From an optimization exercise on the open Yosys and OpenROAD flow, aimed at a short achievable clock period and few clock cycles; shortcuts taken in it are not production practice. The RTL was checked by simulation tests, not by an equivalence proof against the original design. Power is estimated from default activity; no workload was simulated.

==> flow/design.v <==
module saturated_adder #(parameter WIDTH = 4) (
  input      [WIDTH-1:0] val_i,
  input                  taken,
  output reg [WIDTH-1:0] val_o
);
  always_comb begin
    if((val_i == {WIDTH{1'd1}} & taken) | (val_i == {WIDTH{1'd0}} & ~taken)) begin
      val_o = val_i;
    end else begin
      if(taken) begin
        val_o = val_i + 'd1;
      end else begin
        val_o = val_i - 'd1;
      end
    end
  end
endmodule
module bimodal #(
  parameter WIDTH      = 2,
  parameter INDEX_BITS = 4
) (
  input        clk, reset_n ,
  input        enable, stall,
  input  [7:0] pc_share_rd, pc_share_wr,
  input        taken        ,
  output       predict_taken
);
  reg [WIDTH-1:0] bht[2**INDEX_BITS];
  wire [INDEX_BITS-1:0] bht_addr_rd, bht_addr_wr;
  wire [WIDTH-1:0] counter_val_rd, counter_val_wr;
  wire [WIDTH-1:0] next_val_counter;
  assign bht_addr_rd = pc_share_rd[INDEX_BITS-1:0];
  assign bht_addr_wr = pc_share_wr[INDEX_BITS-1:0];
  assign counter_val_rd = bht[bht_addr_rd];
  assign counter_val_wr = bht[bht_addr_wr];
  assign predict_taken  = counter_val_rd[WIDTH-1];
  saturated_adder #(WIDTH) saturated_adder (
    .val_i(counter_val_wr  ),
    .taken(taken           ),
    .val_o(next_val_counter)
  );
  always @(posedge clk or negedge reset_n) begin
    if(~reset_n) begin
      for (int i = 0; i < 2**INDEX_BITS; i = i + 1) begin
        bht[i] <= {1'b1, {(WIDTH-1){1'b0}}};   
      end
    end else begin
      if(enable & ~stall) begin
        bht[bht_addr_wr] <= next_val_counter;
      end
    end
  end
endmodule
module btb #(
  parameter IDX_BITS = 4
) (
  input                   clk      ,
  input                   reset_n  ,
  input  [IDX_BITS-1:0]   addr_rd_i, addr_wr_i,
  input  [31:0]           pc_i     ,
  input  [29-IDX_BITS:0]  tag_i    ,
  input                   enable   ,
  output [31:0]           pc_o     ,
  output [29-IDX_BITS:0]  tag_o    ,
  output                  used_o
);
  localparam ENTRIES = 2**IDX_BITS;
  reg  [59-IDX_BITS:0] buffer[ENTRIES];
  reg  [ENTRIES-1:0]   valid          ;
  wire [29:0] pc          ;
  assign pc_o = {pc, 2'd0};
  always_ff @(posedge clk) begin
    if(enable) begin
      buffer[addr_wr_i] <= {tag_i, pc_i[31:2]};
    end
  end
  always_ff @(posedge clk or negedge reset_n) begin
    if(~reset_n) begin
      valid <= {ENTRIES{1'b0}};
    end else if(enable) begin
      valid[addr_wr_i] <= 1'b1;
    end
  end
  assign {tag_o, pc} = buffer[addr_rd_i];
  assign used_o      = valid[addr_rd_i];
endmodule
module branch_prediction (
  input         clk, reset_n,
  input  [31:0] PC_i        ,
  input  [31:0] PC_ID_i, PC_EX_i, br_PC,
  input  [31:0] inst_EX_i, inst_IF_i,
  input         branch_taken,
  input         stall       ,
  output [31:0] next_pc     ,
  output        br_flush
);
  localparam BTB_IDX_BITS = 4;
  wire [29-BTB_IDX_BITS:0] PC_tag    ;
  wire [BTB_IDX_BITS-1:0]  table_addr;
  wire [31:0] predicted_pc ;
  wire [29-BTB_IDX_BITS:0] predicted_tag;
  wire        hit          ;
  wire        used         ;
  wire        predict_taken;
  wire [31:0] expected_pc, predict_new_pc;
  wire        is_br_IF, is_br_EX, is_jump_IF, is_jump_EX;
  wire [29-BTB_IDX_BITS:0] PC_EX_i_tag  ;
  wire [BTB_IDX_BITS-1:0]  table_addr_EX;
  assign PC_tag     = PC_i[31:BTB_IDX_BITS+2];
  assign table_addr = PC_i[BTB_IDX_BITS+1:2];
  assign hit = (PC_tag == predicted_tag);
  assign PC_EX_i_tag   = PC_EX_i[31:BTB_IDX_BITS+2];
  assign table_addr_EX = PC_EX_i[BTB_IDX_BITS+1:2];
  assign is_br_IF   = (inst_IF_i[6:2] == 5'b11000);
  assign is_br_EX   = (inst_EX_i[6:2] == 5'b11000);
  assign is_jump_IF = (inst_IF_i[6:2] == 5'b11011 | inst_IF_i[6:2] == 5'b11001);
  assign is_jump_EX = (inst_EX_i[6:2] == 5'b11011 | inst_EX_i[6:2] == 5'b11001);
  assign br_flush = (is_br_EX | is_jump_EX) & (PC_ID_i != expected_pc);
  assign expected_pc    = branch_taken ? br_PC : PC_EX_i + 4;
  assign predict_new_pc = (((is_br_IF & predict_taken) | is_jump_IF) & hit & used) ? predicted_pc : PC_i + 4;
  assign next_pc = br_flush ? expected_pc : predict_new_pc;
  bimodal #(.INDEX_BITS(4), .WIDTH(2)) bimodal (
    .clk          (clk          ),
    .reset_n      (reset_n      ),
    .enable       (is_br_EX     ),
    .stall        (stall        ),
    .pc_share_rd  (PC_i[9:2]    ),
    .pc_share_wr  (PC_EX_i[9:2] ),
    .taken        (branch_taken ),
    .predict_taken(predict_taken)
  );
  btb #(.IDX_BITS(BTB_IDX_BITS)) btb (
    .clk      (clk                  ),
    .reset_n  (reset_n              ),
    .addr_rd_i(table_addr           ),
    .addr_wr_i(table_addr_EX        ),
    .pc_i     (br_PC                ),
    .tag_i    (PC_EX_i_tag          ),
    .enable   (is_br_EX | is_jump_EX),
    .pc_o     (predicted_pc         ),
    .tag_o    (predicted_tag        ),
    .used_o   (used                 )
  );
endmodule
module IF (
  input         clk, reset_n, enable,
  input  [31:0] alu_out_i ,
  input  [31:0] PC_ID_i, PC_EX_i,
  input  [31:0] inst_EX_i ,
  input         branch_taken,
  input  [31:0] imem_rdata_i,
  output [31:0] PC_o      ,
  output [31:0] instr_o   ,
  output        br_flush
);
  reg  [31:0] PC     ;
  wire [31:0] next_pc;
  branch_prediction branch_prediction (
    .clk       (clk       ),
    .reset_n   (reset_n   ),
    .PC_i      (PC        ),
    .PC_EX_i   (PC_EX_i   ),
    .PC_ID_i   (PC_ID_i   ),
    .br_PC     (alu_out_i ),
    .inst_IF_i (instr_o   ),
    .inst_EX_i (inst_EX_i ),
    .stall     (1'b0   ),
    .branch_taken(branch_taken),
    .next_pc   (next_pc   ),
    .br_flush  (br_flush  )
  );
  assign instr_o = imem_rdata_i;
  assign PC_o = PC;
  always_ff @( posedge clk or negedge reset_n ) begin
    if(~reset_n) begin
      PC <= 32'd0;
    end else begin
      if(enable) begin
        PC <= next_pc;
      end else begin
        PC <= PC;
      end
    end
  end
endmodule
module IF_ID_regs (
  input             clk, reset_n, enable, flush,
  input      [31:0] PC_i, inst_i,
  output reg [31:0] PC_o, inst_o
);
  always_ff @(posedge clk or negedge reset_n) begin
    if(~reset_n) begin
      PC_o   <= 32'd0;
      inst_o <= 32'd0;
    end else if(enable & flush) begin
      PC_o   <= 32'd0;
      inst_o <= 32'd0;
    end else if(enable) begin
      PC_o   <= PC_i;
      inst_o <= inst_i;
    end
  end
endmodule
module RegFile #(parameter SP_RESET = 32'd2048) (
  input         clk_i   ,  
  input         reset_n ,
  input  [ 4:0] rsW_i, rsR1_i, rsR2_i,  
  input  [31:0] dataW_i ,  
  input         regWEn_i,
  output [31:0] dataR1_o, dataR2_o   
);
  reg [31:0] RegArray[1:31];  
  always @(negedge clk_i or negedge reset_n) begin
    if(~reset_n) begin
      for (int i = 1; i <= 31; i = i + 1) begin
        RegArray[i] <= 32'b0;
      end
      RegArray[2] <= SP_RESET;
    end else if(regWEn_i & (|rsW_i)) begin
      RegArray[rsW_i] <= dataW_i;
    end
  end
  assign dataR1_o = |rsR1_i ? RegArray[rsR1_i] : 32'b0;
  assign dataR2_o = |rsR2_i ? RegArray[rsR2_i] : 32'b0;
endmodule
module immgen (
  input  [31:7] instr  ,
  input  [ 4:0] imm_sel,
  output reg [31:0] imm
);
  logic [31:11] signxt;
  always_comb begin
    if (instr[31])
      signxt = {21{1'b1}};
    else
      signxt = 0;
    if(imm_sel[0])                                                     
      imm = {signxt[31:11],instr[30:20]};
    else if (imm_sel[1])                                               
      imm = {signxt[31:11],instr[30:25],instr[11:7]};
    else if (imm_sel[2])                                               
      imm = {signxt[31:12],instr[7],instr[30:25],instr[11:8],1'b0};
    else if(imm_sel[3])                                                
      imm = {instr[31:12],12'h0};
    else if (imm_sel[4])                                               
      imm = {signxt[31:20],instr[19:12],instr[20],instr[30:21],1'b0};
    else
      imm = 32'd0;
  end
endmodule
/*verilator lint_off UNUSEDSIGNAL*/
module control_logic (
  input  [31:0] inst_i     ,
  output [ 4:0] imm_sel_o  ,
  output [ 3:0] alu_sel_o  ,
  output        regWEn_o, BrUn_o, b_sel_o, a_sel_o, memRW_o,
  output [ 1:0] wb_sel_o   ,
  output [ 2:0] ld_st_sel_o
);
  wire [4:0] opcode = inst_i[6:2]  ;
  wire [2:0] funct3 = inst_i[14:12];
  wire       funct7 = inst_i[30]   ;
  wire Rtype, Itype, Stype, Btype, Jtype, JItype, Utype, Ltype;  
  assign Rtype  = (opcode == 5'b01100);
  assign Itype  = ({opcode[4:3], opcode[1:0]} == 4'b0000);
  assign Stype  = (opcode == 5'b01000);
  assign Btype  = (opcode == 5'b11000);
  assign Utype  = ({opcode[4], opcode[2:0]} == 4'b0101);      
  assign Jtype  = (opcode == 5'b11011);                       
  assign JItype = (opcode == 5'b11001);                       
  assign Ltype  = ~(|opcode);                                 
  assign imm_sel_o = {Jtype, Utype, Btype, Stype, Itype | JItype};
  assign BrUn_o    = funct3[1];
  assign a_sel_o   = Btype | Jtype | Utype;
  assign b_sel_o   = ~Rtype;
  assign memRW_o   = Stype;
  assign regWEn_o  = ~Btype & ~Stype;
  assign wb_sel_o  = Ltype ? 2'b00 : (Jtype | JItype) ? 2'b10 : 2'b01;
  assign ld_st_sel_o = funct3;
  assign alu_sel_o = (Rtype) ? {funct7, funct3} :
    ((Itype & ~Ltype) ? ((funct3 == 3'b101) ? {funct7, funct3} : {1'b0, funct3}) :
      ((opcode == 5'b01101) ? 4'b1001 : 4'b0000));
endmodule
/*verilator lint_on UNUSEDSIGNAL*/
module ID (
  input         clk_i, reset_n,
  input  [31:0] inst_i     ,
  input  [ 4:0] rsW_i      ,
  input  [31:0] dataW_i    ,
  input         regWEn_WB_i,
  output        a_sel_o, b_sel_o,
  output [ 3:0] alu_sel_o  ,
  output        regWEn_o   ,
  output        BrUn_o     ,
  output        memRW_o    ,
  output [ 1:0] wb_sel_o   ,
  output [ 2:0] ld_st_sel_o,
  output [31:0] dataR1_o, dataR2_o,
  output [31:0] imm_o
);
  wire [4:0] imm_sel_w;
  RegFile RegFile_module (
    .clk_i   (clk_i        ),  
    .reset_n (reset_n      ),
    .rsW_i   (rsW_i        ),
    .rsR1_i  (inst_i[19:15]),
    .rsR2_i  (inst_i[24:20]),  
    .dataW_i (dataW_i      ),  
    .regWEn_i(regWEn_WB_i  ),
    .dataR1_o(dataR1_o     ),
    .dataR2_o(dataR2_o     )   
  );
  immgen immgen_module (
    .instr  (inst_i[31:7]),
    .imm_sel(imm_sel_w   ),
    .imm    (imm_o       )
  );
  control_logic control_logic_module (
    .inst_i     (inst_i     ),
    .imm_sel_o  (imm_sel_w  ),
    .alu_sel_o  (alu_sel_o  ),
    .regWEn_o   (regWEn_o   ),
    .BrUn_o     (BrUn_o     ),
    .a_sel_o    (a_sel_o    ),
    .b_sel_o    (b_sel_o    ),
    .memRW_o    (memRW_o    ),
    .wb_sel_o   (wb_sel_o   ),
    .ld_st_sel_o(ld_st_sel_o)
  );
endmodule
module ID_EX_regs (
  input             clk, reset_n, flush,
  input      [31:0] PC_i, inst_i,
  input      [31:0] dataR1_i, dataR2_i, imm_i,
  input             a_sel_i, b_sel_i,
  input             BrUn_i     ,
  input      [ 3:0] alu_sel_i  ,
  input             regWEn_i   ,
  input             memRW_i    ,
  input      [ 1:0] wb_sel_i   ,
  input      [ 2:0] ld_st_sel_i,
  output reg [31:0] PC_o, inst_o,
  output reg [31:0] dataR1_o, dataR2_o, imm_o,
  output reg        a_sel_o, b_sel_o,
  output reg        BrUn_o     ,
  output reg [ 3:0] alu_sel_o  ,
  output reg        regWEn_o   ,
  output reg        memRW_o    ,
  output reg [ 1:0] wb_sel_o   ,
  output reg [ 2:0] ld_st_sel_o
);
  always_ff @(posedge clk or negedge reset_n) begin
    if(~reset_n) begin
      PC_o        <= 32'd0;
      inst_o      <= 32'd0;
      dataR1_o    <= 32'd0;
      dataR2_o    <= 32'd0;
      imm_o       <= 32'd0;
      a_sel_o     <= 1'd0;
      b_sel_o     <= 1'd0;
      BrUn_o      <= 1'd0;
      alu_sel_o   <= 4'd0;
      regWEn_o    <= 1'd0;
      memRW_o     <= 1'd0;
      wb_sel_o    <= 2'd0;
      ld_st_sel_o <= 3'd0;
    end else if(flush) begin
      PC_o        <= 32'd0;
      inst_o      <= 32'd0;
      dataR1_o    <= 32'd0;
      dataR2_o    <= 32'd0;
      imm_o       <= 32'd0;
      a_sel_o     <= 1'd0;
      b_sel_o     <= 1'd0;
      BrUn_o      <= 1'd0;
      alu_sel_o   <= 4'd0;
      regWEn_o    <= 1'd0;
      memRW_o     <= 1'd0;
      wb_sel_o    <= 2'd0;
      ld_st_sel_o <= 3'd0;
    end else begin
      PC_o        <= PC_i;
      inst_o      <= inst_i;
      dataR1_o    <= dataR1_i;
      dataR2_o    <= dataR2_i;
      imm_o       <= imm_i;
      a_sel_o     <= a_sel_i;
      b_sel_o     <= b_sel_i;
      BrUn_o      <= BrUn_i;
      alu_sel_o   <= alu_sel_i;
      regWEn_o    <= regWEn_i;
      memRW_o     <= memRW_i;
      wb_sel_o    <= wb_sel_i;
      ld_st_sel_o <= ld_st_sel_i;
    end
  end
endmodule
/*verilator lint_off DECLFILENAME*/
module addsub (
  input  [31:0] inA         ,
  input  [31:0] inB         ,
  input         neg_sel     ,
  input         unsigned_sel,
  output [31:0] result      ,
  output        less_than   ,
  output        equal
);
  wire [32:0] extendedA, extendedB;
  assign extendedA = unsigned_sel ? {1'b0, inA} : {1'(inA[31]), inA};
  assign extendedB = unsigned_sel ? {1'b0, inB} : {1'(inB[31]), inB};
  wire [32:0] newB;
  assign newB = neg_sel ? (~extendedB + 1'b1) : extendedB;
  assign {less_than, result} = extendedA + newB;
  assign equal = (result == 32'd0);
endmodule
/*verilator lint_on DECLFILENAME*/
module alu (
  input      [31:0] inA ,
  input      [31:0] inB ,
  input      [ 3:0] sel ,
  output reg [31:0] data
);
  wire [31:0] addsub_result;
  wire        less_than    ;
  addsub addsubcomp (
    .inA         (inA            ),
    .inB         (inB            ),
    .neg_sel     (sel[3] | sel[1]),
    .unsigned_sel(sel[0]         ),
    .result      (addsub_result  ),
    .less_than   (less_than      ),
    .equal       (               )
  );
  wire [31:0] AxorB, AorB, AandB, AsllB, AsrlB, AsraB;
  assign AxorB = inA ^ inB;
  assign AorB  = inA | inB;
  assign AandB = inA & inB;
  assign AsllB = inA << inB[4:0];
  assign AsrlB = inA >> inB[4:0];
  assign AsraB = (inA >> inB[4:0]) | ~(32'hFFFFFFFF >> (inA[31] ? inB[4:0] : 0));
  always_comb begin
    case (sel)
      4'b0000 : data =  addsub_result;
      4'b1000 : data =  addsub_result;
      4'b0010 : data = {31'd0, less_than};
      4'b0011 : data = {31'd0, less_than};
      4'b0100 : data = AxorB;
      4'b0110 : data = AorB;
      4'b0111 : data = AandB;
      4'b0001 : data = AsllB;
      4'b0101 : data = AsrlB;
      4'b1001 : data = inB;
      4'b1101 : data = AsraB;
      default : data = 0;
    endcase
  end
endmodule
/*verilator lint_off DECLFILENAME*/
module brcomp (
  input  logic [31:0] rs1_data, rs2_data,
  input  logic        br_unsigned,
  output logic        br_less, br_equal
);
  addsub addsubcomp (
    .inA         (rs1_data   ),
    .inB         (rs2_data   ),
    .neg_sel     (1'b1       ),
    .unsigned_sel(br_unsigned),
    .result      (           ),
    .less_than   (br_less    ),
    .equal       (br_equal   )
  );
endmodule
module EX (
  input  [ 3:0] alu_sel_i          ,
  input  [31:0] PC_i               ,
  input  [31:0] imm_i              ,
  input         BrUn_i             ,
  input         A_sel, B_sel       ,
  input  [31:0] rs1_data, rs2_data ,
  input  [ 1:0] forward_sel_A_i, forward_sel_B_i,
  input         pc_plus_four_selA_i, pc_plus_four_selB_i,
  input  [31:0] pc_plus_four_MEM_i, pc_plus_four_WB_i,
  input  [31:0] alu_out_MEM_i, dataW_WB,
  input  [31:0] inst_EX_i          ,
  output [31:0] forwardB_o         ,
  output [31:0] alu_out_o          ,
  output [31:0] pc_plus_four_o     ,
  output        branch_taken
);
  assign pc_plus_four_o = PC_i + 32'd4;
  wire [31:0] inA, inB;
  wire [31:0] forwardA, forwardB;
  wire [31:0] pc_plus_fourA, pc_plus_fourB;
  assign pc_plus_fourA = pc_plus_four_selA_i ? pc_plus_four_WB_i : pc_plus_four_MEM_i;
  assign pc_plus_fourB = pc_plus_four_selB_i ? pc_plus_four_WB_i : pc_plus_four_MEM_i;
  wire BrEq, BrLT;
  assign forwardA = (forward_sel_A_i == 2'b11) ? pc_plus_fourA : (forward_sel_A_i == 2'b10) ? alu_out_MEM_i : (forward_sel_A_i == 2'b01) ? dataW_WB : rs1_data;
  assign forwardB = (forward_sel_B_i == 2'b11) ? pc_plus_fourB : (forward_sel_B_i == 2'b10) ? alu_out_MEM_i : (forward_sel_B_i == 2'b01) ? dataW_WB : rs2_data;
  assign inA = A_sel ? PC_i : forwardA;
  assign inB = B_sel ? imm_i : forwardB;
  wire [2:0] funct3 = inst_EX_i[14:12];
  wire       Btype, Jtype;
  assign Btype        = (inst_EX_i[6:2] == 5'b11000);
  assign Jtype        = (inst_EX_i[6:4] == 3'b110) & inst_EX_i[2];                       
  assign branch_taken = Jtype | (Btype & ((funct3 == 3'b000 & BrEq) | (funct3 == 3'b001 & ~BrEq) | ({funct3[2], funct3[0]} == 2'b10 & BrLT) | ({funct3[2], funct3[0]} == 2'b11 & ~BrLT)));
  alu alu_module (
    .inA (inA      ),
    .inB (inB      ),
    .sel (alu_sel_i),
    .data(alu_out_o)
  );
  brcomp brcomp_module (
    .rs1_data   (forwardA),
    .rs2_data   (forwardB),
    .br_unsigned(BrUn_i  ),
    .br_less    (BrLT    ),
    .br_equal   (BrEq    )
  );
  assign forwardB_o = forwardB;
endmodule
module EX_MEM_regs (
  input             clk, reset_n  ,
  input      [31:0] PC_i, inst_i  ,
  input      [31:0] alu_out_i, dataR2_i,
  input             regWEn_i      ,
  input             memRW_i       ,
  input      [ 1:0] wb_sel_i      ,
  input      [ 2:0] ld_st_sel_i   ,
  input      [31:0] pc_plus_four_i,
  output reg [31:0] PC_o, inst_o  ,
  output reg [31:0] alu_out_o, dataR2_o,
  output reg        regWEn_o      ,
  output reg        memRW_o       ,
  output reg [ 1:0] wb_sel_o      ,
  output reg [ 2:0] ld_st_sel_o   ,
  output reg [31:0] pc_plus_four_o
);
  always_ff @(posedge clk or negedge reset_n) begin
    if(~reset_n) begin
      PC_o           <= 32'd0;
      inst_o         <= 32'd0;
      alu_out_o      <= 32'd0;
      regWEn_o       <= 1'd0;
      memRW_o        <= 1'd0;
      wb_sel_o       <= 2'd0;
      ld_st_sel_o    <= 3'd0;
      dataR2_o       <= 32'd0;
      pc_plus_four_o <= 32'd0;
    end else begin
      PC_o           <= PC_i;
      inst_o         <= inst_i;
      alu_out_o      <= alu_out_i;
      regWEn_o       <= regWEn_i;
      memRW_o        <= memRW_i;
      wb_sel_o       <= wb_sel_i;
      ld_st_sel_o    <= ld_st_sel_i;
      dataR2_o       <= dataR2_i;
      pc_plus_four_o <= pc_plus_four_i;
    end
  end
endmodule
/*verilator lint_off UNUSEDSIGNAL*/
module lsu (
  input             clk         ,
  input             reset_n     ,
  input      [31:0] addr_i      ,
  input      [31:0] st_data_i   ,
  input             st_en_i     ,
  input      [ 2:0] ld_st_sel_i ,
  input      [31:0] dmem_rdata_i,
  output     [31:0] dmem_addr_o ,
  output reg [31:0] dmem_wdata_o,
  output reg [ 3:0] dmem_be_o   ,
  output            dmem_we_o   ,
  output reg [31:0] ld_data_o
);
  wire [31:0] data_o;
  assign data_o      = dmem_rdata_i;
  assign dmem_addr_o = addr_i;
  assign dmem_we_o   = st_en_i;
  reg [31:0] lane_data;
  always_comb begin
    case (addr_i[1:0])
      2'b01   : lane_data = {8'd0, data_o[31:8]};
      2'b10   : lane_data = {16'd0, data_o[31:16]};
      2'b11   : lane_data = {24'd0, data_o[31:24]};
      default : lane_data = data_o;
    endcase
  end
  always_comb begin
    casez(ld_st_sel_i)
      3'b000  : ld_data_o = {{24{lane_data[7]}}, lane_data[7:0]};  
      3'b001  : ld_data_o = {{16{lane_data[15]}}, lane_data[15:0]};  
      3'b010  : ld_data_o = lane_data;  
      3'b100  : ld_data_o = {24'd0, lane_data[7:0]};  
      3'b101  : ld_data_o = {16'd0, lane_data[15:0]};  
      default : ld_data_o = 32'd0;
    endcase
  end
  always_comb begin
    casez(ld_st_sel_i)
      3'b000  : begin dmem_wdata_o = {4{st_data_i[7:0]}};  dmem_be_o = 4'b0001 << addr_i[1:0]; end  
      3'b001  : begin dmem_wdata_o = {2{st_data_i[15:0]}}; dmem_be_o = addr_i[1] ? 4'b1100 : 4'b0011; end  
      3'b010  : begin dmem_wdata_o = st_data_i;            dmem_be_o = 4'b1111; end  
      default : begin dmem_wdata_o = 32'd0;                dmem_be_o = 4'b0000; end
    endcase
  end
endmodule
/*verilator lint_on UNUSEDSIGNAL*/
module MEM (
  input         clk           ,
  input         reset_n       ,
  input  [31:0] addr_i        ,
  input  [31:0] rs2_i         ,
  input         st_en_i       ,
  input  [ 2:0] ld_st_sel_i   ,
  input  [31:0] PC_i          ,
  input  [31:0] dmem_rdata_i  ,
  output [31:0] dmem_addr_o   ,
  output [31:0] dmem_wdata_o  ,
  output [ 3:0] dmem_be_o     ,
  output        dmem_we_o     ,
  output [31:0] ld_data_o
);
  lsu lsu_module (
    .clk         (clk         ),
    .reset_n     (reset_n     ),
    .addr_i      (addr_i      ),
    .st_data_i   (rs2_i       ),
    .st_en_i     (st_en_i     ),
    .ld_st_sel_i (ld_st_sel_i ),
    .dmem_rdata_i(dmem_rdata_i),
    .dmem_addr_o (dmem_addr_o ),
    .dmem_wdata_o(dmem_wdata_o),
    .dmem_be_o   (dmem_be_o   ),
    .dmem_we_o   (dmem_we_o   ),
    .ld_data_o   (ld_data_o   )
  );
endmodule
module MEM_WB_regs (
  input             clk, reset_n  ,
  input      [31:0] mem_i         ,
  input      [31:0] pc_plus_four_i, inst_i,
  input      [31:0] alu_out_i     ,
  input      [ 1:0] wb_sel_i      ,
  input             regWEn_i      ,
  output reg [31:0] mem_o         ,
  output reg [31:0] pc_plus_four_o, inst_o,
  output reg [31:0] alu_out_o     ,
  output reg [ 1:0] wb_sel_o      ,
  output reg        regWEn_o
);
  always_ff @(posedge clk or negedge reset_n) begin
    if(~reset_n) begin
      mem_o          <= 32'd0;
      regWEn_o       <= 1'd0;
      pc_plus_four_o <= 32'd0;
      alu_out_o      <= 32'd0;
      wb_sel_o       <= 2'd0;
      inst_o         <= 32'd0;
    end else begin
      mem_o          <= mem_i;
      regWEn_o       <= regWEn_i;
      pc_plus_four_o <= pc_plus_four_i;
      alu_out_o      <= alu_out_i;
      wb_sel_o       <= wb_sel_i;
      inst_o         <= inst_i;
    end
  end
endmodule
module WB (
  input  [31:0] pc_plus_four_i,
  input  [31:0] alu_i         ,
  input  [31:0] mem_i         ,
  input  [ 1:0] WB_sel_i         ,
  output [31:0] dataW_o
);
  assign dataW_o = (WB_sel_i == 2'b01) ? alu_i : (WB_sel_i == 2'b10) ? pc_plus_four_i : mem_i;
endmodule
module forwarding_unit (
  input      [31:0] inst_EX_i, inst_MEM_i, inst_WB_i,
  input             regWEn_MEM_i, regWEn_WB_i,
  output reg [ 1:0] forward_sel_A_o, forward_sel_B_o,
  output reg        pc_plus_four_selA, pc_plus_four_selB
);
  wire [4:0] rs1_EX, rs2_EX, rsW_MEM, rsW_WB;
  assign rs1_EX  = inst_EX_i[19:15];
  assign rs2_EX  = inst_EX_i[24:20];
  assign rsW_MEM = inst_MEM_i[11:7];
  assign rsW_WB  = inst_WB_i[11:7];
  wire [4:0] opcode_MEM, opcode_WB;
  assign opcode_MEM = inst_MEM_i[6:2];
  assign opcode_WB  = inst_WB_i[6:2];
  wire is_jump_MEM, is_jump_WB;
  assign is_jump_MEM = (opcode_MEM == 5'b11011) | (opcode_MEM == 5'b11001);
  assign is_jump_WB  = (opcode_WB == 5'b11011) | (opcode_WB == 5'b11001);
  always_comb begin
    forward_sel_A_o   = 2'b00;
    forward_sel_B_o   = 2'b00;
    pc_plus_four_selA = 1'b0;
    pc_plus_four_selB = 1'b0;
    if(regWEn_MEM_i & (rsW_MEM != 5'd0) & (rsW_MEM == rs1_EX)) begin
      if(is_jump_MEM) begin
        forward_sel_A_o   = 2'b11;
        pc_plus_four_selA = 1'b0;
      end else begin
        forward_sel_A_o = 2'b10;
      end
    end else if(regWEn_WB_i & (rsW_WB != 5'd0) & (rsW_WB == rs1_EX)) begin
      if(is_jump_WB) begin
        forward_sel_A_o   = 2'b11;
        pc_plus_four_selA = 1'b1;
      end else begin
        forward_sel_A_o = 2'b01;
      end
    end
    if(regWEn_MEM_i & (rsW_MEM != 5'd0) & (rsW_MEM == rs2_EX)) begin
      if(is_jump_MEM) begin
        forward_sel_B_o   = 2'b11;
        pc_plus_four_selB = 1'b0;
      end else begin
        forward_sel_B_o = 2'b10;
      end
    end else if(regWEn_WB_i & (rsW_WB != 5'd0) & (rsW_WB == rs2_EX)) begin
      if(is_jump_WB) begin
        forward_sel_B_o   = 2'b11;
        pc_plus_four_selB = 1'b1;
      end else begin
        forward_sel_B_o = 2'b01;
      end
    end
  end
endmodule
module hazard_detection (
  input      [31:0] inst_ID_i, inst_EX_i,
  output reg        ID_EX_flush ,
  output reg        pc_en, IF_ID_en
);
  wire [4:0] rs1_ID, rs2_ID, rsW_EX;
  wire [4:0] opcode_EX;
  wire       isload_EX;
  assign opcode_EX = inst_EX_i[6:2];
  assign isload_EX = ~(|opcode_EX);                                 
  assign rs1_ID    = inst_ID_i[19:15];
  assign rs2_ID    = inst_ID_i[24:20];
  assign rsW_EX    = inst_EX_i[11:7];
  always_comb begin
    if(isload_EX & (rsW_EX != 5'd0) & (rsW_EX == rs1_ID | rsW_EX == rs2_ID)) begin
      ID_EX_flush = 1'b1;
      IF_ID_en    = 1'b0;
      pc_en       = 1'b0;
    end else begin
      ID_EX_flush = 1'b0;
      IF_ID_en    = 1'b1;
      pc_en       = 1'b1;
    end
  end
endmodule
module pipelined (
  input         clk_i, rst_ni,
  output [31:0] imem_addr_o ,
  input  [31:0] imem_rdata_i,
  output [31:0] dmem_addr_o ,
  output [31:0] dmem_wdata_o,
  output [ 3:0] dmem_be_o   ,
  output        dmem_we_o   ,
  input  [31:0] dmem_rdata_i
);
assign imem_addr_o = PC_IF_o;
wire [31:0] PC_IF_o, inst_IF_o;
wire [31:0] PC_ID_i, inst_ID_i;
wire [31:0] dataR1_ID_o, dataR2_ID_o;
wire [31:0] imm_ID_o      ;
wire        a_sel_ID_o, b_sel_ID_o;
wire        BrUn_ID_o     ;
wire [ 3:0] alu_sel_ID_o  ;
wire        regWEn_ID_o   ;
wire        memRW_ID_o    ;
wire [ 1:0] wb_sel_ID_o   ;
wire [ 2:0] ld_st_sel_ID_o;
wire [31:0] PC_EX_i, inst_EX_i;
wire [31:0] dataR1_EX_i, dataR2_EX_i;
wire [31:0] imm_EX_i      ;
wire        a_sel_EX_i, b_sel_EX_i;
wire        BrUn_EX_i     ;
wire [ 3:0] alu_sel_EX_i  ;
wire        regWEn_EX_i   ;
wire        memRW_EX_i    ;
wire [ 1:0] wb_sel_EX_i   ;
wire [ 2:0] ld_st_sel_EX_i;
wire [31:0] alu_out_EX_o     ;
wire [31:0] pc_plus_four_EX_o;
wire [31:0] forwardB_EX_o;
wire [31:0] alu_out_MEM_i     ;
wire [31:0] PC_MEM_i, inst_MEM_i;
wire [31:0] dataR2_MEM_i      ;
wire        regWEn_MEM_i      ;
wire        memRW_MEM_i       ;
wire [ 1:0] wb_sel_MEM_i      ;
wire [ 2:0] ld_st_sel_MEM_i   ;
wire [31:0] pc_plus_four_MEM_i;
wire [31:0] mem_MEM_o;
wire [31:0] pc_plus_four_WB_i, inst_WB_i;
wire [31:0] alu_out_WB_i     ;
wire        regWEn_WB_i      ;
wire [31:0] mem_WB_i         ;
wire [ 1:0] wb_sel_WB_i      ;
wire [31:0] dataW_WB;
wire [1:0] forward_sel_A_w, forward_sel_B_w;
wire       pc_plus_four_selA_w, pc_plus_four_selB_w;
wire       pc_en, IF_ID_en, ID_EX_flush;
wire branch_taken;
wire br_flush    ;
IF IF (
  .clk         (clk_i       ),
  .reset_n     (rst_ni      ),
  .enable      (pc_en       ),
  .alu_out_i   (alu_out_EX_o),
  .PC_ID_i     (PC_ID_i     ),
  .PC_EX_i     (PC_EX_i     ),
  .inst_EX_i   (inst_EX_i   ),
  .branch_taken(branch_taken),
  .PC_o        (PC_IF_o     ),
  .imem_rdata_i(imem_rdata_i),
  .instr_o     (inst_IF_o   ),
  .br_flush    (br_flush    )
);
IF_ID_regs IF_ID_regs (
  .clk    (clk_i    ),
  .reset_n(rst_ni   ),
  .PC_i   (PC_IF_o  ),
  .PC_o   (PC_ID_i  ),
  .inst_i (inst_IF_o),
  .inst_o (inst_ID_i),
  .enable (IF_ID_en ),
  .flush  (br_flush )
);
ID ID (
  .clk_i      (clk_i          ),
  .reset_n    (rst_ni         ),
  .inst_i     (inst_ID_i      ),
  .dataW_i    (dataW_WB       ),
  .dataR1_o   (dataR1_ID_o    ),
  .dataR2_o   (dataR2_ID_o    ),
  .imm_o      (imm_ID_o       ),
  .regWEn_WB_i(regWEn_WB_i    ),
  .BrUn_o     (BrUn_ID_o      ),
  .a_sel_o    (a_sel_ID_o     ),
  .b_sel_o    (b_sel_ID_o     ),
  .alu_sel_o  (alu_sel_ID_o   ),
  .regWEn_o   (regWEn_ID_o    ),
  .memRW_o    (memRW_ID_o     ),
  .wb_sel_o   (wb_sel_ID_o    ),
  .ld_st_sel_o(ld_st_sel_ID_o ),
  .rsW_i      (inst_WB_i[11:7])
);
ID_EX_regs ID_EX_regs (
  .clk        (clk_i                 ),
  .reset_n    (rst_ni                ),
  .PC_i       (PC_ID_i               ),
  .inst_i     (inst_ID_i             ),
  .dataR1_i   (dataR1_ID_o           ),
  .dataR2_i   (dataR2_ID_o           ),
  .imm_i      (imm_ID_o              ),
  .a_sel_i    (a_sel_ID_o            ),
  .b_sel_i    (b_sel_ID_o            ),
  .BrUn_i     (BrUn_ID_o             ),
  .alu_sel_i  (alu_sel_ID_o          ),
  .regWEn_i   (regWEn_ID_o           ),
  .memRW_i    (memRW_ID_o            ),
  .wb_sel_i   (wb_sel_ID_o           ),
  .ld_st_sel_i(ld_st_sel_ID_o        ),
  .PC_o       (PC_EX_i               ),
  .inst_o     (inst_EX_i             ),
  .dataR1_o   (dataR1_EX_i           ),
  .dataR2_o   (dataR2_EX_i           ),
  .imm_o      (imm_EX_i              ),
  .a_sel_o    (a_sel_EX_i            ),
  .b_sel_o    (b_sel_EX_i            ),
  .BrUn_o     (BrUn_EX_i             ),
  .alu_sel_o  (alu_sel_EX_i          ),
  .regWEn_o   (regWEn_EX_i           ),
  .memRW_o    (memRW_EX_i            ),
  .wb_sel_o   (wb_sel_EX_i           ),
  .ld_st_sel_o(ld_st_sel_EX_i        ),
  .flush      (br_flush | ID_EX_flush)
);
EX EX (
  .alu_sel_i          (alu_sel_EX_i       ),
  .PC_i               (PC_EX_i            ),
  .rs1_data           (dataR1_EX_i        ),
  .rs2_data           (dataR2_EX_i        ),
  .imm_i              (imm_EX_i           ),
  .BrUn_i             (BrUn_EX_i          ),
  .A_sel              (a_sel_EX_i         ),
  .B_sel              (b_sel_EX_i         ),
  .inst_EX_i          (inst_EX_i          ),
  .forward_sel_A_i    (forward_sel_A_w    ),
  .forward_sel_B_i    (forward_sel_B_w    ),
  .pc_plus_four_selA_i(pc_plus_four_selA_w),
  .pc_plus_four_selB_i(pc_plus_four_selB_w),
  .pc_plus_four_MEM_i (pc_plus_four_MEM_i ),
  .pc_plus_four_WB_i  (pc_plus_four_WB_i  ),
  .forwardB_o         (forwardB_EX_o      ),
  .alu_out_o          (alu_out_EX_o       ),
  .alu_out_MEM_i      (alu_out_MEM_i      ),
  .dataW_WB           (dataW_WB           ),
  .branch_taken       (branch_taken       ),
  .pc_plus_four_o     (pc_plus_four_EX_o  )
);
EX_MEM_regs EX_MEM_regs (
  .clk           (clk_i             ),
  .reset_n       (rst_ni            ),
  .PC_i          (PC_EX_i           ),
  .inst_i        (inst_EX_i         ),
  .alu_out_i     (alu_out_EX_o      ),
  .dataR2_i      (forwardB_EX_o     ),
  .regWEn_i      (regWEn_EX_i       ),
  .memRW_i       (memRW_EX_i        ),
  .wb_sel_i      (wb_sel_EX_i       ),
  .ld_st_sel_i   (ld_st_sel_EX_i    ),
  .pc_plus_four_i(pc_plus_four_EX_o ),
  .alu_out_o     (alu_out_MEM_i     ),
  .dataR2_o      (dataR2_MEM_i      ),
  .regWEn_o      (regWEn_MEM_i      ),
  .memRW_o       (memRW_MEM_i       ),
  .wb_sel_o      (wb_sel_MEM_i      ),
  .ld_st_sel_o   (ld_st_sel_MEM_i   ),
  .PC_o          (PC_MEM_i          ),
  .inst_o        (inst_MEM_i        ),
  .pc_plus_four_o(pc_plus_four_MEM_i)
);
MEM MEM (
  .clk        (clk_i          ),
  .reset_n    (rst_ni         ),
  .addr_i     (alu_out_MEM_i  ),
  .rs2_i      (dataR2_MEM_i   ),
  .st_en_i    (memRW_MEM_i    ),
  .ld_st_sel_i(ld_st_sel_MEM_i),
  .PC_i       (PC_MEM_i       ),
  .dmem_rdata_i(dmem_rdata_i  ),
  .dmem_addr_o(dmem_addr_o    ),
  .dmem_wdata_o(dmem_wdata_o  ),
  .dmem_be_o  (dmem_be_o      ),
  .dmem_we_o  (dmem_we_o      ),
  .ld_data_o  (mem_MEM_o      )
);
MEM_WB_regs MEM_WB_regs (
  .clk           (clk_i             ),
  .reset_n       (rst_ni            ),
  .mem_i         (mem_MEM_o         ),
  .pc_plus_four_i(pc_plus_four_MEM_i),
  .inst_i        (inst_MEM_i        ),
  .alu_out_i     (alu_out_MEM_i     ),
  .wb_sel_i      (wb_sel_MEM_i      ),
  .regWEn_i      (regWEn_MEM_i      ),
  .mem_o         (mem_WB_i          ),
  .pc_plus_four_o(pc_plus_four_WB_i ),
  .alu_out_o     (alu_out_WB_i      ),
  .wb_sel_o      (wb_sel_WB_i       ),
  .regWEn_o      (regWEn_WB_i       ),
  .inst_o        (inst_WB_i         )
);
WB WB (
  .pc_plus_four_i(pc_plus_four_WB_i),
  .alu_i         (alu_out_WB_i     ),
  .mem_i         (mem_WB_i         ),
  .WB_sel_i      (wb_sel_WB_i      ),
  .dataW_o       (dataW_WB         )
);
forwarding_unit forwarding_unit (
  .inst_EX_i        (inst_EX_i          ),
  .inst_MEM_i       (inst_MEM_i         ),
  .inst_WB_i        (inst_WB_i          ),
  .regWEn_MEM_i     (regWEn_MEM_i       ),
  .regWEn_WB_i      (regWEn_WB_i        ),
  .forward_sel_A_o  (forward_sel_A_w    ),
  .forward_sel_B_o  (forward_sel_B_w    ),
  .pc_plus_four_selA(pc_plus_four_selA_w),
  .pc_plus_four_selB(pc_plus_four_selB_w)
);
hazard_detection hazard_detection (
  .inst_ID_i  (inst_ID_i  ),
  .inst_EX_i  (inst_EX_i  ),
  .ID_EX_flush(ID_EX_flush),
  .pc_en      (pc_en      ),
  .IF_ID_en   (IF_ID_en   )
);
endmodule
==> flow/run.sh <==
#!/bin/bash
# synth_recipe.tcl (not shown) runs the flow's synth.tcl, then flattens the netlist and writes it again
# the make line also repeats each setting of config.mk as NAME=value (left out here)
make -C /OpenROAD-flow-scripts/flow DESIGN_CONFIG=/design/flow/config.mk WORK_HOME=/design/flow/orfs CLKGATE_MAP_FILE= SYNTH_SCRIPT=/design/flow/synth_recipe.tcl finish
==> flow/config.mk <==
export PLATFORM = sky130hd
export DESIGN_NAME = pipelined
export DESIGN_NICKNAME = pipelined
export VERILOG_FILES = /design/flow/design.v
export SDC_FILE = /design/flow/constraint.sdc
export NUM_CORES = 4
export LEC_CHECK = 0
export CAP_MARGIN = 20
export CELL_PAD_IN_SITES_DETAIL_PLACEMENT = 1
export CELL_PAD_IN_SITES_GLOBAL_PLACEMENT = 2
export CORE_MARGIN = 2
export CORE_UTILIZATION = 30
export PLACE_DENSITY = 0.45
export SLEW_MARGIN = 20
==> flow/constraint.sdc <==
create_clock -name core_clock -period 12.0 [get_ports {clk_i}]
set_input_delay 2.4000 -clock core_clock [delete_from_list [all_inputs] [get_ports {clk_i}]]
set_output_delay 2.4000 -clock core_clock [all_outputs]
set_load 0.01 [all_outputs]
==> out/results.txt <==
I/O pins -> 167
Pins Over Slew Limit -> 0
Core ar. -> 0.3891 mm²
Synth warnings -> 16
Detailed-placement wirelength estimate -> 454.6 mm
Actual slew at the worst max-slew pin -> 1.393 ns
Pre-antenna DRT Iters -> 6
Max IR drop VDD -> 0.1525 mV
Area growth syn-to-layout -> 16.67%
TNS Setup -> 0 ns
Worst hold path type -> reg2reg
CTS H-tree lvls -> 5
Post-synthesis sequential area ratio -> 0.5527
Total GRT Usage -> 0.3401
Most frequent CP cell -> nor3_1
Skew final -> 0.1004 ns
Status -> finished clean
Syn Nets -> 10810
Initial antenna violation count -> 81
First-pass GRT wire length -> 923.6 mm
Num rows -> 229
DRT iter0 DRCs -> 11590
Fmax -> 90.85 MHz
Pwr Density -> 269.4 mW/mm²
Detail Route Antenna Nets -> 0
Crit end category -> flip-flop
Critical-path top delay cell -> or4_1
Worst-path clk slew -> 0.06 ns
Clk sink count -> 2411
Die ar. -> 0.3961 mm²
Post-DP Area -> 0.1270 mm²
Rel. slew slack -> 0.04739
Vias in the first global route -> 99690
Clk latency of the worst-skew pair -> 0.96 ns
Port bufs -> 164
Synth Register Bits -> 2411
Critical path required time -> 12.77 ns
Max Cap Viol -> 0
CTS Buffer Depth -> 4
Yosys cell types -> 111
Vias -> 99290
Post-Route WL -> 689.4 mm
Drt wl/cell -> 42.75 µm
Die Ht -> 629.3 µm
Root buf cell -> clkbuf_16
Layout cells sized above 1 -> 0.1434
Gr ovfl total -> 0
Synth Area per Inst -> 11.06 µm²
Post-cts resize count -> 0
Critical path's top delay family -> simple AND/OR/NAND/NOR gates
Commonest non-fill, non-tap cell in the layout -> nand2_1
Post-synth top area share -> 0.2293
Final instance area -> 0.1369 mm²
Leading area contributor after synthesis -> edfxtp_1
Via density -> 6.157
Most frequent cells in the layout -> nand2_1 (1480), o21ai_0 (1294), dfrtn_1 (991)
Crit path arrival time -> 11.78 ns
Asr flop ratio synth -> 0.6284
EDFF count, synth -> 896
Hold Vio Cnt, Final -> 0
Minimum clock period -> 11.01 ns
Nets -> 10870
Crit path buf inv count -> 4
Width of the die -> 629.3 µm
Leakage -> 53.70 nW
RD Place Congestion -> 0.9238
Dominant cells by area after synthesis -> edfxtp_1 (23%), dfrtn_1 (21%), dfrtp_1 (11%), o21ai_0 (5.5%), mux4_2 (5.5%)
Post-Synthesis Cells -> 10610
CTS Buf Count -> 301
Crit share post-route -> 0.9173
Largest net degree at the start of global routing -> 155
Final setup violation count -> 0
Startpoint types -> flip-flop
CTS tree -> done
Critical path type -> reg2reg
Synth Cell Area -> 0.1173 mm²
RSZ-0062 raised after global routing -> no
Hold Buf Count CTS -> 0
Worst-path maximum fanout -> 64
Initial core utilization -> 0.3015
Crit-path max cell delay -> 0.76 ns
Dominant synthesized flop cell -> dfrtn_1
DRC Markers -> 0
Setup bufs post-CTS -> 0
area by class of cell:
class	instances	area [µm²]
clock inverters	132	1254
diodes	27	67.56
clock buffers	415	8512
multi-input cells	7132	49520
repair buffers	632	5470
inverters	181	679.4
well taps	5197	6502
flip-flops and latches	2411	64860
fillers	42130	252200
stage by stage:
stage / setup WS [ns] / power, mW / instances / util / hold WS [ns]
finish: 0.9922 / 36.88 / 16130 / 0.3518 / 0.3496
global route: 0.5072 / 38.35 / 16100 / 0.3516 / 0.3763
CTS: 1.076 / 36.86 / 16100 / 0.3515 / 0.3493
detailed placement: 1.145 / 27.59 / 15550 / 0.3265 / 0.3372
global placement: 1.205 / 27.33 / 15550 / 0.3262 / 0.3414
floorplan: 3.538 / 19.95 / 10610 / - / 0.3312
path summary, 6_finish.rpt:
kind                                                                  to  slack, ns  depth (start not counted)                             from
min                                       EX_MEM_regs.regWEn_o$_DFF_PN0_       0.35                          0    ID_EX_regs.regWEn_o$_DFF_PN0_
max                                    ID_EX_regs.dataR2_o[29]$_DFF_PN0_       0.99                         33  MEM_WB_regs.inst_o[7]$_DFF_PN0_
min in group asynchronous              IF_ID_regs.inst_o[20]$_DFFE_PN0P_       2.11                          2                           rst_ni
max in group asynchronous  ID.RegFile_module.RegArray[24][6]$_DFFE_NN0P_       3.23                          3                           rst_ni
max reg2reg                            ID_EX_regs.dataR2_o[29]$_DFF_PN0_       0.99                         33  MEM_WB_regs.inst_o[7]$_DFF_PN0_
min reg2reg                               EX_MEM_regs.regWEn_o$_DFF_PN0_       0.35                          0    ID_EX_regs.regWEn_o$_DFF_PN0_
cell families after synthesis:
kind of cell | synth area share
DFF | 0.5527
adders and majority gates | 0.01525
and+or+nand+nor | 0.1101
AOI/OAI and AO/OA | 0.1869
xor gates and xnor gates | 0.01590
muxes | 0.08384
buffers and inverters | 0.03531
flip-flops by register name, indices dropped and copies added (netlist names), 3 cells and up:
signal                            flops
ID.RegFile_module.RegArray          992
IF.branch_prediction.btb.buffer     896
EX_MEM_regs.alu_out_o                32
EX_MEM_regs.dataR2_o                 32
EX_MEM_regs.pc_plus_four_o           32
ID_EX_regs.PC_o                      32
ID_EX_regs.dataR1_o                  32
ID_EX_regs.dataR2_o                  32
ID_EX_regs.imm_o                     32
IF.PC                                32
IF.branch_prediction.bimodal.bht     32
IF_ID_regs.PC_o                      32
MEM_WB_regs.alu_out_o                32
MEM_WB_regs.mem_o                    32
MEM_WB_regs.pc_plus_four_o           32
IF_ID_regs.inst_o                    30
ID_EX_regs.inst_o                    23
IF.branch_prediction.btb.valid       16
EX_MEM_regs.inst_o                    9
MEM_WB_regs.inst_o                    9
ID_EX_regs.alu_sel_o                  4
EX_MEM_regs.ld_st_sel_o               3
report_power, final:
part	internal, mW	switching (mW)
clock	5.34	3.86
combinational	4.32	9.56
sequential	11.3	2.54
Yosys cell counts (139+ instances only):
cell type and instances:
a21oi_1 307, a221oi_1 367, a22o_1 325, a22oi_1 377, clkbuf_1 717, dfrtn_1 991
dfrtp_1 507, edfxtp_1 896, ha_1 139, inv_1 171, mux2i_1 232, mux4_2 288
nand2_1 1505, nand3_1 183, nand4_1 180, nor2_1 411, nor3_1 221, o21ai_0 1297
xnor2_1 143
layer usage:
metal | track usage | share of wire
met1 | 0.5028 | 0.47
met2 | 0.4973 | 0.42
met3 | 0.05253 | 0.068
met4 | 0.1290 | 0.044
met5 | 0 | 0.00017
Testbench counts, summed over its fixed seeds: cycles 258,478.
